Context: an optimization exercise on an open-source flow, tuned for small area. The choices shown serve that exercise and are no tape-out recipe. Where RTL was checked, it was by simulation tests only, not by an equivalence proof against the original. Power and IR drop assume default switching activity.

==> job 2331 <==
Design TOP_MODULE, start of the top module:
module TOP_MODULE#(
    parameter NUM_DUT = 2,
    parameter UART_CNT_BAUDRATE = 216,
    parameter UART_FIFO_BYTE_SIZE = 3,
    parameter TEST_ENV_CMDS_BITWIDTH = 2,
    parameter TEST_ENV_ADR_WIDTH = 6,
    parameter TEST_ENV_DATA_BITWIDTH = 16
)(
    input wire          CLK_100MHz,
    input wire          RSTN,
    output wire [3:0]   LED,
    output reg          UART_TX,
    input wire          UART_RX
);
    localparam [9:0] T_SEED = 10'h3FF;
    localparam [9:0] T_MID  = 10'h05F;
    localparam [9:0] T_END  = 10'h329;
    reg [9:0]  tmr;
    reg [3:0]  bst;
    reg [1:0]  byte_i;   
    reg [23:0] sr;       
    reg        ans_ok;   
    wire idle     = (bst == 4'd1);
    wire bit_mid  = (tmr == T_MID);
    wire bit_end  = (tmr == T_END);
    wire last_bit = (bst == 4'd0);
    wire fr_last  = last_bit & (byte_i == 2'd2);
    wire step_a   = fr_last;
    wire step_b   = fr_last & bit_end;
    wire step_c   = idle & (byte_i == 2'd0);
    wire [5:0]  f_adr  = sr[5:0];
    wire [1:0]  f_cmd  = sr[7:6];
    wire [15:0] f_data = {sr[15:8], sr[23:16]};
    reg [1:0]  sel;
    reg        ledbit;
    reg        din_ok;   
    reg        evalid;   
    reg [15:0] rreg;     
    wire is_ctl   = (f_cmd == 2'd0);
    wire is_wr    = (f_cmd == 2'd1);
    wire start    = is_ctl & f_adr[0];
    wire [1:0] new_sel = (is_ctl & f_adr[1]) ? f_data[2:1] : sel;
    reg [15:0] head;
    always @(*) begin
        case ({sel[1], f_adr[0]})
            2'b00: head = sel[0] ? 16'h0610 : 16'h0410;
            2'b01: head = sel[0] ? 16'h0841 : 16'h0800;
            2'b10: head = 16'hF210;
            default: head = 16'h08FC;
        endcase
    end
    wire [15:0] rdata = (f_cmd == 2'd3) ? head : (sel == 2'd0) ? 16'd123 : rreg;
    reg [15:0] ring [0:60];
    reg [5:0]  pc;
    wire at_adr = (pc == f_adr);
    wire at_din = &pc[5:2];    
  ...
==> module TOP_MODULE, before the edit <==
module TOP_MODULE#(
    parameter NUM_DUT = 2,
    parameter UART_CNT_BAUDRATE = 216,
    parameter UART_FIFO_BYTE_SIZE = 3,
    parameter TEST_ENV_CMDS_BITWIDTH = 2,
    parameter TEST_ENV_ADR_WIDTH = 6,
    parameter TEST_ENV_DATA_BITWIDTH = 16
)(
    input wire          CLK_100MHz,
    input wire          RSTN,
    output wire [3:0]   LED,
    output reg          UART_TX,
    input wire          UART_RX
);
    localparam [9:0] T_SEED = 10'h3FF;
    localparam [9:0] T_MID  = 10'h05F;
    localparam [9:0] T_END  = 10'h329;
    reg [9:0]  tmr;
    reg [3:0]  bst;
    reg [1:0]  byte_i;   
    reg [23:0] sr;       
    reg        ans_ok;   
    wire idle     = (bst == 4'd1);
    wire bit_mid  = (tmr == T_MID);
    wire bit_end  = (tmr == T_END);
    wire last_bit = (bst == 4'd0);
    wire fr_last  = last_bit & (byte_i == 2'd2);
    wire step_a   = fr_last;
    wire step_b   = fr_last & bit_end;
    wire step_c   = idle & (byte_i == 2'd0);
    wire [5:0]  f_adr  = sr[5:0];
    wire [1:0]  f_cmd  = sr[7:6];
    wire [15:0] f_data = {sr[15:8], sr[23:16]};
    reg [1:0]  sel;
    reg        ledbit;
    reg        din_ok;   
    reg        evalid;   
    reg [15:0] rreg;     
    wire is_ctl   = (f_cmd == 2'd0);
    wire is_wr    = (f_cmd == 2'd1);
    wire start    = is_ctl & f_adr[0];
    wire [1:0] new_sel = (is_ctl & f_adr[1]) ? f_data[2:1] : sel;
    reg [15:0] head;
    always @(*) begin
        case ({sel[1], f_adr[0]})
            2'b00: head = sel[0] ? 16'h0610 : 16'h0410;
            2'b01: head = sel[0] ? 16'h0841 : 16'h0800;
            2'b10: head = 16'hF210;
            default: head = 16'h08FC;
        endcase
    end
    wire [15:0] rdata = (f_cmd == 2'd3) ? head : (sel == 2'd0) ? 16'd123 : rreg;
    reg [15:0] ring [0:60];
    reg [5:0]  pc;
    wire at_adr = (pc == f_adr);
    wire at_din = &pc[5:2];    
    wire ram_wr = step_a & is_wr & (at_din | (at_adr & (sel == 2'd2)));
    wire r_ring = step_c & ((at_adr & (sel == 2'd2) & !is_wr) |
                            (at_din & (sel == 2'd1) & start & din_ok));
    wire r_const = step_b & (new_sel == 2'd1) & (start ? !din_ok : !evalid);
    integer i;
    always @(posedge CLK_100MHz) begin
        ring[0] <= ram_wr ? f_data : ring[60];
        for (i = 1; i < 61; i = i + 1)
            ring[i] <= ring[i-1];
        if (r_ring)
            rreg <= ring[60];
        else if (r_const)
            rreg <= 16'd0;
    end
    wire pc_jump = &pc[4:0];
    always @(posedge CLK_100MHz) begin
        if (!RSTN)
            pc <= 6'd0;
        else
            pc <= {pc[4:2], pc[1] & !pc_jump, pc[0], ~(pc[5] ^ pc[4]) | pc_jump};
    end
    always @(posedge CLK_100MHz) begin
        tmr  <= (idle | bit_end) ? T_SEED : {tmr[8:0], tmr[9] ^ tmr[6]};
        if (bit_mid & bst[3])
            sr <= {UART_RX, sr[23:1]};
        else if (step_b) begin
            sr[15:8]  <= rdata[15:8];
            sr[23:16] <= rdata[7:0];
        end
    end
    always @(posedge CLK_100MHz) begin
        if (!RSTN) begin
            bst     <= 4'd1;
            byte_i  <= 2'd0;
            UART_TX <= 1'b1;
            ans_ok  <= 1'b0;
        end else begin
            if (idle) begin
                if (!UART_RX) begin
                    bst     <= 4'd7;
                    UART_TX <= 1'b0;
                end
            end else begin
                if ((bit_mid & !last_bit) | (bit_end & last_bit))
                    bst <= bst + 4'd1;
                if (bit_end) begin
                    UART_TX <= last_bit | (ans_ok & sr[0]);
                    if (last_bit)
                        byte_i <= (byte_i == 2'd2) ? 2'd0 : byte_i + 2'd1;
                end
            end
            if (step_b)
                ans_ok <= 1'b1;
        end
    end
    always @(posedge CLK_100MHz) begin
        if (!RSTN) begin
            sel    <= 2'd0;
            ledbit <= 1'b0;
            din_ok <= 1'b0;
            evalid <= 1'b0;
        end else if (step_b) begin
            sel <= new_sel;
            if (is_ctl & f_adr[3])
                ledbit <= ~ledbit;
            else if (is_ctl & f_adr[2])
                ledbit <= f_data[0];
            if (is_wr)
                din_ok <= 1'b1;
            evalid <= (new_sel == 2'd1) & (start | evalid);
        end
    end
    assign LED[0] = ledbit;
    assign LED[1] = step_b & start;
    assign LED[2] = sel[0];
    assign LED[3] = sel[1] | evalid;
endmodule
==> flow/config.mk <==
export PLATFORM = sky130hd
export DESIGN_NAME = TOP_MODULE
export DESIGN_NICKNAME = TOP_MODULE
export VERILOG_FILES = /design/flow/design.v
export SDC_FILE = /design/flow/constraint.sdc
export NUM_CORES = 4
export LEC_CHECK = 0
export CAP_MARGIN = 20
export CORE_MARGIN = 2
export CORE_UTILIZATION = 70
export SLEW_MARGIN = 20
==> flow/constraint.sdc <==
create_clock -name core_clock -period 10.0 [get_ports {CLK_100MHz}]
set_input_delay 2.0000 -clock core_clock [delete_from_list [all_inputs] [get_ports {CLK_100MHz}]]
set_output_delay 2.0000 -clock core_clock [all_outputs]
set_load 0.01 [all_outputs]
standard.sh (not shown) runs the stock make flow with config.mk's settings and CLKGATE_MAP_FILE= SYNTH_SCRIPT=/design/flow/synth_recipe.tcl, a recipe that flattens the netlist after the stock synthesis.
==> flow/flow/run.sh <==
#!/bin/bash
# Standard ORFS layout with custom clock-tree and port-buffer arguments.
set -euo pipefail
export CTS_ARGS="-sink_clustering_enable -repair_clock_nets -sink_clustering_size 23 -sink_clustering_max_diameter 50 -buf_list sky130_fd_sc_hd__clkbuf_8 -dont_use_dummy_load"
export BUFFER_PORTS_ARGS="-buffer_cell sky130_fd_sc_hd__buf_1"
bash standard.sh finish > orfs_make.log 2>&1
==> inputs of job 2970, as changes to job 2331 <==
--- a/flow/design.v
+++ b/flow/design.v
@@ -14,7 +14,6 @@
 );
-    localparam [9:0] T_SEED = 10'h3FF;
-    localparam [9:0] T_MID  = 10'h05F;
-    localparam [9:0] T_END  = 10'h329;
-    reg [9:0]  tmr;
-    reg [3:0]  bst;
+    localparam BITLEN = 4 * UART_CNT_BAUDRATE;    
+    localparam [5:0] DIN_SLOT = 6'd60;
+    reg [9:0]  cnt;      
+    reg [3:0]  bst;      
     reg [1:0]  byte_i;   
@@ -22,8 +21,8 @@
     reg        ans_ok;   
-    wire idle     = (bst == 4'd1);
-    wire bit_mid  = (tmr == T_MID);
-    wire bit_end  = (tmr == T_END);
-    wire last_bit = (bst == 4'd0);
+    wire idle     = (bst == 4'd0);
+    wire bit_mid  = (cnt == BITLEN/2 - 1);
+    wire bit_end  = (cnt == BITLEN - 1);
+    wire last_bit = (bst == 4'd15);
     wire fr_last  = last_bit & (byte_i == 2'd2);
-    wire step_a   = fr_last;
+    wire step_a   = fr_last & cnt[9];                
     wire step_b   = fr_last & bit_end;
@@ -37,2 +36,3 @@
     reg        evalid;   
+    reg        eok;      
     reg [15:0] rreg;     
@@ -51,3 +51,5 @@
     end
-    wire [15:0] rdata = (f_cmd == 2'd3) ? head : (sel == 2'd0) ? 16'd123 : rreg;
+    wire rvis = sel[1] | (evalid & eok);
+    wire [15:0] rdata = (f_cmd == 2'd3) ? head :
+                        (sel == 2'd0)   ? 16'd123 : (rreg & {16{rvis}});
     reg [15:0] ring [0:60];
@@ -55,7 +57,6 @@
     wire at_adr = (pc == f_adr);
-    wire at_din = &pc[5:2];    
+    wire at_din = (pc == DIN_SLOT);
     wire ram_wr = step_a & is_wr & (at_din | (at_adr & (sel == 2'd2)));
-    wire r_ring = step_c & ((at_adr & (sel == 2'd2) & !is_wr) |
-                            (at_din & (sel == 2'd1) & start & din_ok));
-    wire r_const = step_b & (new_sel == 2'd1) & (start ? !din_ok : !evalid);
+    wire r_ld   = step_c & ((at_adr & (sel == 2'd2) & !is_wr) |
+                            (at_din & (sel == 2'd1) & start));
     integer i;
@@ -65,8 +66,5 @@
             ring[i] <= ring[i-1];
-        if (r_ring)
+        if (r_ld)
             rreg <= ring[60];
-        else if (r_const)
-            rreg <= 16'd0;
     end
-    wire pc_jump = &pc[4:0];
     always @(posedge CLK_100MHz) begin
@@ -75,6 +73,6 @@
         else
-            pc <= {pc[4:2], pc[1] & !pc_jump, pc[0], ~(pc[5] ^ pc[4]) | pc_jump};
+            pc <= (pc == DIN_SLOT) ? 6'd0 : pc + 6'd1;
     end
     always @(posedge CLK_100MHz) begin
-        tmr  <= (idle | bit_end) ? T_SEED : {tmr[8:0], tmr[9] ^ tmr[6]};
+        cnt <= (idle | bit_end) ? 10'd0 : cnt + 10'd1;
         if (bit_mid & bst[3])
@@ -88,3 +86,3 @@
         if (!RSTN) begin
-            bst     <= 4'd1;
+            bst     <= 4'd0;
             byte_i  <= 2'd0;
@@ -98,10 +96,7 @@
                 end
-            end else begin
-                if ((bit_mid & !last_bit) | (bit_end & last_bit))
-                    bst <= bst + 4'd1;
-                if (bit_end) begin
-                    UART_TX <= last_bit | (ans_ok & sr[0]);
-                    if (last_bit)
-                        byte_i <= (byte_i == 2'd2) ? 2'd0 : byte_i + 2'd1;
-                end
+            end else if (bit_end) begin
+                bst     <= bst + 4'd1;
+                UART_TX <= last_bit | (ans_ok & sr[0]);
+                if (last_bit)
+                    byte_i <= (byte_i == 2'd2) ? 2'd0 : byte_i + 2'd1;
             end
@@ -128,2 +123,6 @@
     end
+    always @(posedge CLK_100MHz) begin
+        if (step_b & start & (new_sel == 2'd1))
+            eok <= din_ok;
+    end
     assign LED[0] = ledbit;
==> flow/run.sh (new file) <==
#!/bin/bash
# synth_recipe.tcl (not shown) runs the flow's synth.tcl, then flattens the netlist and writes it again
# the make line also repeats each setting of config.mk as NAME=value (left out here)
make -C /OpenROAD-flow-scripts/flow DESIGN_CONFIG=/design/flow/config.mk WORK_HOME=/design/flow/orfs CLKGATE_MAP_FILE= SYNTH_SCRIPT=/design/flow/synth_recipe.tcl finish
--- a/flow/config.mk
+++ b/flow/config.mk
@@ -10,2 +10,5 @@
 export CORE_UTILIZATION = 70
+export CTS_BUF_LIST = sky130_fd_sc_hd__clkbuf_16
+export CTS_CLUSTER_DIAMETER = 80
+export CTS_CLUSTER_SIZE = 30
 export SLEW_MARGIN = 20
removed: flow/flow/run.sh
removed: flow/standard.sh
==> impl_metrics.py <==
metrics = {
    "final_layout": {
        "multi_input_comb_cells": 278,
        "nets": 1393,
        "fin_area_um2": 25000,
        "flops_and_latches": 1046,
    },
    "grt": {
        "use_met3_pct": 3.54,
    },
    "cts": {
        "numCtsBuffers": 41,
    },
    "pwr": {
        "p_clk_share_pct": 31.6,
    },
    "setup_path": {
        "arrival_ps": 2730,
    },
    "synth": {
        "synth_common_cells": "dfxtp_1, edfxtp_1, nand2_1, nand3_1, nor2_1",
        "synthAdderAreaFrac_pct": 0.268,
    },
    "die": {
        "die_h_um": 187,
    },
    "timing": {
        "whs_ps": 325,
    },
    "place": {
        "dp.final_hpwl_um": 14400,
    },
    "status": {
        "status": "timing/DRC/antenna clean",
    },
}
# the run above: job 2970

==> impl_metrics.py <==
metrics = {
    "synth": {
        "synth_common_cells": "dfxtp_1, edfxtp_1, nor2_1, and2_1, nand2_1",
        "synthAdderAreaFrac_pct": 0.220,
    },
    "die": {
        "die_h_um": 184,
    },
    "status": {
        "status": "timing/DRC/antenna clean",
    },
    "final_layout": {
        "multi_input_comb_cells": 208,
        "flops_and_latches": 1045,
        "fin_area_um2": 24100,
    },
    "place": {
        "dp.final_hpwl_um": 13400,
    },
    "cts": {
        "numCtsBuffers": 54,
    },
    "grt": {
        "use_met3_pct": 3.34,
    },
    "setup_path": {
        "arrival_ps": 2540,
    },
}
# the run above: job 2331

Only the layout flow was run in job 2331; the RTL was not checked for function there.

[what the ideal ports hide]
The results above use ideal ports. As a check the final layouts listed here were re-extracted and re-timed, cells and wires unchanged.
Step 1 assumes that a clkbuf_16 drives the clock port and a buf_2 every other input.
Step 2 adds t to the input delays and takes it off the output delays; t is the mean of the earliest and latest rising clock arrival at the registers after step 1. Input paths then give back, and output paths get back, about the clock's delay inside the block.
a / b / c = ideal / step 1 / step 2; a / b = the first two.
run | t (ns) | setup WS [ns] | worst setup path at the end | slew at the worst register clock pin (ns)
job 2331 | 0.643 | 5.465 / 5.416 / 6.059 | register to output | 0.12 / 0.12
job 2970 | 0.615 | 5.268 / 5.217 / 5.832 | register to output | 0.12 / 0.12
After both steps setup and hold are still met in every run listed.
